From an optimization exercise on the open Yosys and OpenROAD flow, aimed at small area, a short achievable clock period and few clock cycles per item; shortcuts taken in it are not production practice.
Function was checked by simulation only, so behaviour that the tests miss may differ from the original.

== run 1 ==
// systolic_array
module systolic_array #(
    parameter DATAWIDTH = 16,
    parameter N_SIZE = 4
) (
    input clk, rst_n,
    input valid_in,
    input [N_SIZE*DATAWIDTH-1:0] matrix_a_in,  
    input [N_SIZE*DATAWIDTH-1:0] matrix_b_in,  
    output reg valid_out,
    output [N_SIZE*DATAWIDTH*2-1:0] matrix_out  
);
    reg [4:0] cnt;
    reg ld;          
    always @(posedge clk or negedge rst_n) begin
        if (!rst_n) begin
            cnt <= 5'd0;
            valid_out <= 1'b0;
            ld <= 1'b1;
        end else begin
            ld <= (cnt == 5'd0) || (cnt == 5'd1) || (cnt == 5'd2) || (cnt == 5'd18);
            if (cnt == 5'd0)
                cnt <= valid_in ? 5'd1 : 5'd0;
            else if (cnt == 5'd18)
                cnt <= 5'd0;
            else
                cnt <= cnt + 5'd1;
            valid_out <= (cnt == 5'd5) || (cnt == 5'd9) || (cnt == 5'd13) || (cnt == 5'd17);
        end
    end
    reg last;
    always @(posedge clk)
        last <= (cnt[1:0] == 2'd0);
    reg [15:0] ra1_0, ra1_1, ra1_2, ra1_3;
    reg [15:0] ra2_0, ra2_1, ra2_2, ra2_3;
  ...
clock: 10.0 ns
lec_check: 0
cap_margin: 20
core_margin: 2
core_utilization: 40
slew_margin: 20
standard.sh (not shown) runs the stock make flow with config.mk's settings and CLKGATE_MAP_FILE= SYNTH_SCRIPT=/design/flow/synth_recipe.tcl, a recipe that flattens the netlist after the stock synthesis.
==> flow/flow/run.sh <==
#!/bin/bash
# Layout flow: the standard ORFS flow (standard.sh) with three changes:
#  - after the standard synthesis, flow/fixpol.py removes most of the inverters that
#    Yosys' full-adder extraction leaves between full adders (each full adder may be used
#    in its inverted form, since FA(~a,~b,~c) = ~FA(a,b,c)); registers are not touched;
#  - the repair steps aim for a larger setup slack margin, so that the paths end well
#    below the 10 ns clock period; the SDC and the period are the standard flow's own;
#  - port buffers are buf_2, and the clock tree uses larger sink clusters.
set -euo pipefail
R=orfs/results/sky130hd/systolic_array/base
ARGS="SETUP_SLACK_MARGIN=6.7 CORE_UTILIZATION=65 CTS_CLUSTER_SIZE=25 CTS_CLUSTER_DIAMETER=80"
bash standard.sh synth > standard_synth.log 2>&1
cp $R/1_2_yosys.v $R/1_2_yosys.standard.v
python3 flow/fixpol.py $R/1_2_yosys.standard.v $R/1_2_yosys.v > fixpol.log 2>&1
bash standard.sh $ARGS BUFFER_PORTS_ARGS='-buffer_cell sky130_fd_sc_hd__buf_2' finish > standard_flow.log 2>&1
Other scripts of this flow, unchanged in this note and not shown: flow/flow/fixpol.py
Testbench counts of run 1, summed over its fixed seeds: cycles 14,592, matrices 768.
#### Input delta (run 2 over run 1)
diff --git a/flow/flow/run.sh b/flow/flow/run.sh
--- a/flow/flow/run.sh
+++ b/flow/flow/run.sh
@@ -10,3 +10,3 @@
 R=orfs/results/sky130hd/systolic_array/base
-ARGS="SETUP_SLACK_MARGIN=6.7 CORE_UTILIZATION=65 CTS_CLUSTER_SIZE=25 CTS_CLUSTER_DIAMETER=80"
+ARGS="SETUP_SLACK_MARGIN=6.7 CORE_UTILIZATION=65 CTS_CLUSTER_SIZE=45 CTS_CLUSTER_DIAMETER=50"
 bash standard.sh synth > standard_synth.log 2>&1
==> run summary <==
NOTE: area fraction of clock buffers and clock inverters in run 2 exceeds that of run 1
[compare] base=run 1 new=run 2: worst hold-check slack moved down; worst setup margin fell by 0.016 ns.
Run 2 against run 1: effective utilization at floorplan essentially unchanged.
Run 1 → run 2: number of buffers other than clock buffers in the final layout lost 11, via count picked up an extra 1.2%.
Reported for run 1 and run 2, area after detailed placement turned out identical to the last digit.
Maximum level of the CTS H-tree is higher on run 2
Changes in run 3 relative to run 2:
diff --git a/flow/flow/run.sh b/flow/flow/run.sh
--- a/flow/flow/run.sh
+++ b/flow/flow/run.sh
@@ -10,3 +10,3 @@
 R=orfs/results/sky130hd/systolic_array/base
-ARGS="SETUP_SLACK_MARGIN=6.7 CORE_UTILIZATION=65 CTS_CLUSTER_SIZE=45 CTS_CLUSTER_DIAMETER=50"
+ARGS="SETUP_SLACK_MARGIN=6.6 CORE_UTILIZATION=65 CTS_CLUSTER_SIZE=35 CTS_CLUSTER_DIAMETER=50"
 bash standard.sh synth > standard_synth.log 2>&1
Findings:
Pre-CTS setup slack: higher on run 3
Against run 2, run 3 comes in 0.011 ns higher on post-route minimum period.
Compared with run 2, run 3 shows a lower final core utilization.
Compared with run 2, in run 3 final cell count shrank by 67, number of buffers and inverters on the critical path moved down.
Summary of run 3 over run 2: layout overhead on the synthesized area fell by 2.9 points; worst setup slack went down by 0.011 ns; worst hold slack went up.
### run 3 -> run 4
diff --git a/flow/flow/run.sh b/flow/flow/run.sh
--- a/flow/flow/run.sh
+++ b/flow/flow/run.sh
@@ -10,3 +10,3 @@
 R=orfs/results/sky130hd/systolic_array/base
-ARGS="SETUP_SLACK_MARGIN=6.6 CORE_UTILIZATION=65 CTS_CLUSTER_SIZE=35 CTS_CLUSTER_DIAMETER=50"
+ARGS="SLEW_MARGIN=70 SETUP_SLACK_MARGIN=6.6 CORE_UTILIZATION=65 CTS_CLUSTER_SIZE=30 CTS_CLUSTER_DIAMETER=60"
 bash standard.sh synth > standard_synth.log 2>&1
Results
- Run 4 completed; timing, DRC and antenna clean
- The flow did not stop early for run 3: all stages ran, and the layout cleared the timing, DRC and antenna checks.
- Run 4 vs run 3, number of non-filler instances in the completed layout went down by 45.
- Cell total after placement ended up 42 higher on run 4 than on run 3.
- Looking at cell count of the worst reg-to-reg path across run 4 and run 3, the one that comes out higher is run 3.
- For sequential share of layout area, run 4 and run 3 come out practically identical.
- Delta(area after detailed placement, run 4 - run 3) > 0
Setup changes, run 4 to run 5
diff --git a/flow/flow/run.sh b/flow/flow/run.sh
--- a/flow/flow/run.sh
+++ b/flow/flow/run.sh
@@ -10,3 +10,3 @@
 R=orfs/results/sky130hd/systolic_array/base
-ARGS="SLEW_MARGIN=70 SETUP_SLACK_MARGIN=6.6 CORE_UTILIZATION=65 CTS_CLUSTER_SIZE=30 CTS_CLUSTER_DIAMETER=60"
+ARGS="TNS_END_PERCENT=10 SETUP_SLACK_MARGIN=6.9 CORE_UTILIZATION=65 CTS_CLUSTER_SIZE=30 CTS_CLUSTER_DIAMETER=60"
 bash standard.sh synth > standard_synth.log 2>&1
Notes after the runs:
Run 5 went all the way through the flow, and no timing, DRC or antenna check failed.
Going from run 4 to run 5, area added between synthesis and finish grows by 1.7 points.
Comparing hold slack for run 4 and run 5, the bigger number came from run 4.
Run 5 vs run 4: via count up by a few percent
Run 4 has lower first-pass iteration count of the detailed router than run 5.
Summary of the comparison: required time of the critical path is lower in run 5, relative to run 4.
Compared to run 4, run 5 has fraction of area in registers 0.55 points lower.
Run 5 ended with more initial DRC count than run 4.
Of run 4 and run 5, run 5 shows the higher total met3 wirelength after detailed routing, with run 4 below it.
For area occupied by registers, run 4 and run 5 come out practically identical.
Here is what was changed in the inputs of run 6 compared with run 5.
diff --git a/flow/flow/run.sh b/flow/flow/run.sh
--- a/flow/flow/run.sh
+++ b/flow/flow/run.sh
@@ -10,3 +10,3 @@
 R=orfs/results/sky130hd/systolic_array/base
-ARGS="TNS_END_PERCENT=10 SETUP_SLACK_MARGIN=6.9 CORE_UTILIZATION=65 CTS_CLUSTER_SIZE=30 CTS_CLUSTER_DIAMETER=60"
+ARGS="SETUP_SLACK_MARGIN=6.7 CORE_UTILIZATION=65 CTS_CLUSTER_SIZE=30 CTS_CLUSTER_DIAMETER=70"
 bash standard.sh synth > standard_synth.log 2>&1
### Flow results
Looking at the reports, run 6 completed the entire flow and the layout it produced met the timing, DRC and antenna checks. Multi-input logic area: run 6 vs run 5 down 1.4%.

---

== JK ==
systolic_array again, from the RTL that the note above started with.
clock: 10.0 ns
lec_check: 0
cap_margin: 20
core_margin: 2
core_utilization: 40
slew_margin: 20
==> flow/flow/run.sh <==
#!/bin/bash
# Layout flow: the standard ORFS flow (standard.sh) with three changes:
#  - after the standard synthesis, flow/fixpol.py removes most of the inverters that
#    Yosys' full-adder extraction leaves between full adders (each full adder may be used
#    in its inverted form, since FA(~a,~b,~c) = ~FA(a,b,c)); registers are not touched;
#  - the repair steps aim for a larger setup slack margin, so that the paths end well
#    below the 10 ns clock period; the SDC and the period are the standard flow's own;
#  - port buffers are buf_2, and the clock tree uses larger sink clusters.
set -euo pipefail
R=orfs/results/sky130hd/systolic_array/base
ARGS="TNS_END_PERCENT=10 SETUP_SLACK_MARGIN=6.7 CORE_UTILIZATION=65 CTS_CLUSTER_SIZE=30 CTS_CLUSTER_DIAMETER=60"
bash standard.sh synth > standard_synth.log 2>&1
cp $R/1_2_yosys.v $R/1_2_yosys.standard.v
python3 flow/fixpol.py $R/1_2_yosys.standard.v $R/1_2_yosys.v > fixpol.log 2>&1
bash standard.sh $ARGS BUFFER_PORTS_ARGS='-buffer_cell sky130_fd_sc_hd__buf_2' finish > standard_flow.log 2>&1
Other scripts of this flow, unchanged in this note and not shown: flow/flow/fixpol.py
Testbench counts of JK, summed over its fixed seeds: cycles 14,592, matrices 768.
Modified inputs, MS compared to JK
-- flow/flow/run.sh --
<<< JK, line 11
ARGS="TNS_END_PERCENT=10 SETUP_SLACK_MARGIN=6.7 CORE_UTILIZATION=65 CTS_CLUSTER_SIZE=30 CTS_CLUSTER_DIAMETER=60"
>>> MS, line 11
ARGS="GPL_TIMING_DRIVEN=0 SETUP_SLACK_MARGIN=6.7 CORE_UTILIZATION=65 CTS_CLUSTER_SIZE=30 CTS_CLUSTER_DIAMETER=60"
- Number of detailed-routing iterations run before antenna repair: MS and JK compared, lower one is JK
- MS vs. JK: design area up about 8%; non-clock buffer count went up by about 90%; largest driver fanout on the critical path lost 1; layout overhead on the synthesized area rose by 8.8 points.
- MS vs. JK: sequential fraction of total cell area went down by 2.6 points.
For AL, these inputs were changed with respect to MS:
-- flow/flow/run.sh --
<<< MS, line 11
ARGS="GPL_TIMING_DRIVEN=0 SETUP_SLACK_MARGIN=6.7 CORE_UTILIZATION=65 CTS_CLUSTER_SIZE=30 CTS_CLUSTER_DIAMETER=60"
>>> AL, line 11
ARGS="SETUP_SLACK_MARGIN=6.6 CORE_UTILIZATION=75 CTS_CLUSTER_SIZE=30 CTS_CLUSTER_DIAMETER=60"
==> run summary <==
[AL vs MS] share of the cycle needed by the critical path after routing: lower in AL. Compared to MS, AL has post-route minimum period 0.15 ns lower. Going from MS to AL, the worst stage delay on the critical path was found to have gone up by 0.03 ns. Comparing hold slack for AL and MS, the bigger number came from MS. Comparing AL and MS, the lower clock tree buffer count of the final layout was measured on MS. AL vs MS, sequential share of layout area went up by 2.9 points. A timing endpoint of the critical path of acc2[31]$_SDFF_PP0_ is what AL shows, while out0[31]$_DFF_P_ belongs to MS. Taking AL over MS, the total routed wire length on the met1 layer ratio works out to 0.74. The non-clock buffer count reported for AL is smaller than that of MS by 47%. In AL, non-filler instance count after layout is lower than in MS.

==> static timing again, ports no longer ideal <==
Ports are ideal in the flow. The routed layouts listed here were re-timed in OpenROAD. Step 1, drivers: a clkbuf_16 drives clk and a buf_2 each remaining input, both assumed. Step 2 adds t to the input delays and takes it off the output delays; t is the mean of the earliest and latest rising clock arrival at the registers after step 1. Input paths then give back, and output paths get back, about the clock's delay inside the block. Three values: no drivers, after step 1, after step 2; two values: the first two.
run | t (ns) | setup WS [ns] | latest minus earliest clock arrival (ns) | pins driven straight from the clock port
run 1 | 0.722 | 6.621 / 6.621 / 6.621 | 0.058 / 0.057 | 1
run 2 | 0.751 | 6.605 / 6.605 / 6.605 | 0.054 / 0.054 | 1
run 3 | 0.746 | 6.594 / 6.594 / 6.594 | 0.063 / 0.063 | 1
run 4 | 0.764 | 6.641 / 6.641 / 6.641 | 0.030 / 0.030 | 1
run 5 | 0.742 | 6.481 / 6.481 / 6.481 | 0.052 / 0.051 | 1
run 6 | 0.726 | 6.634 / 6.634 / 6.634 | 0.037 / 0.037 | 1
JK | 0.715 | 6.601 / 6.601 / 6.601 | 0.053 / 0.054 | 1
MS | 0.744 | 6.344 / 6.344 / 6.344 | 0.070 / 0.071 | 1
AL | 0.732 | 6.499 / 6.499 / 6.499 | 0.041 / 0.041 | 1
After both steps every run listed still meets setup and hold.
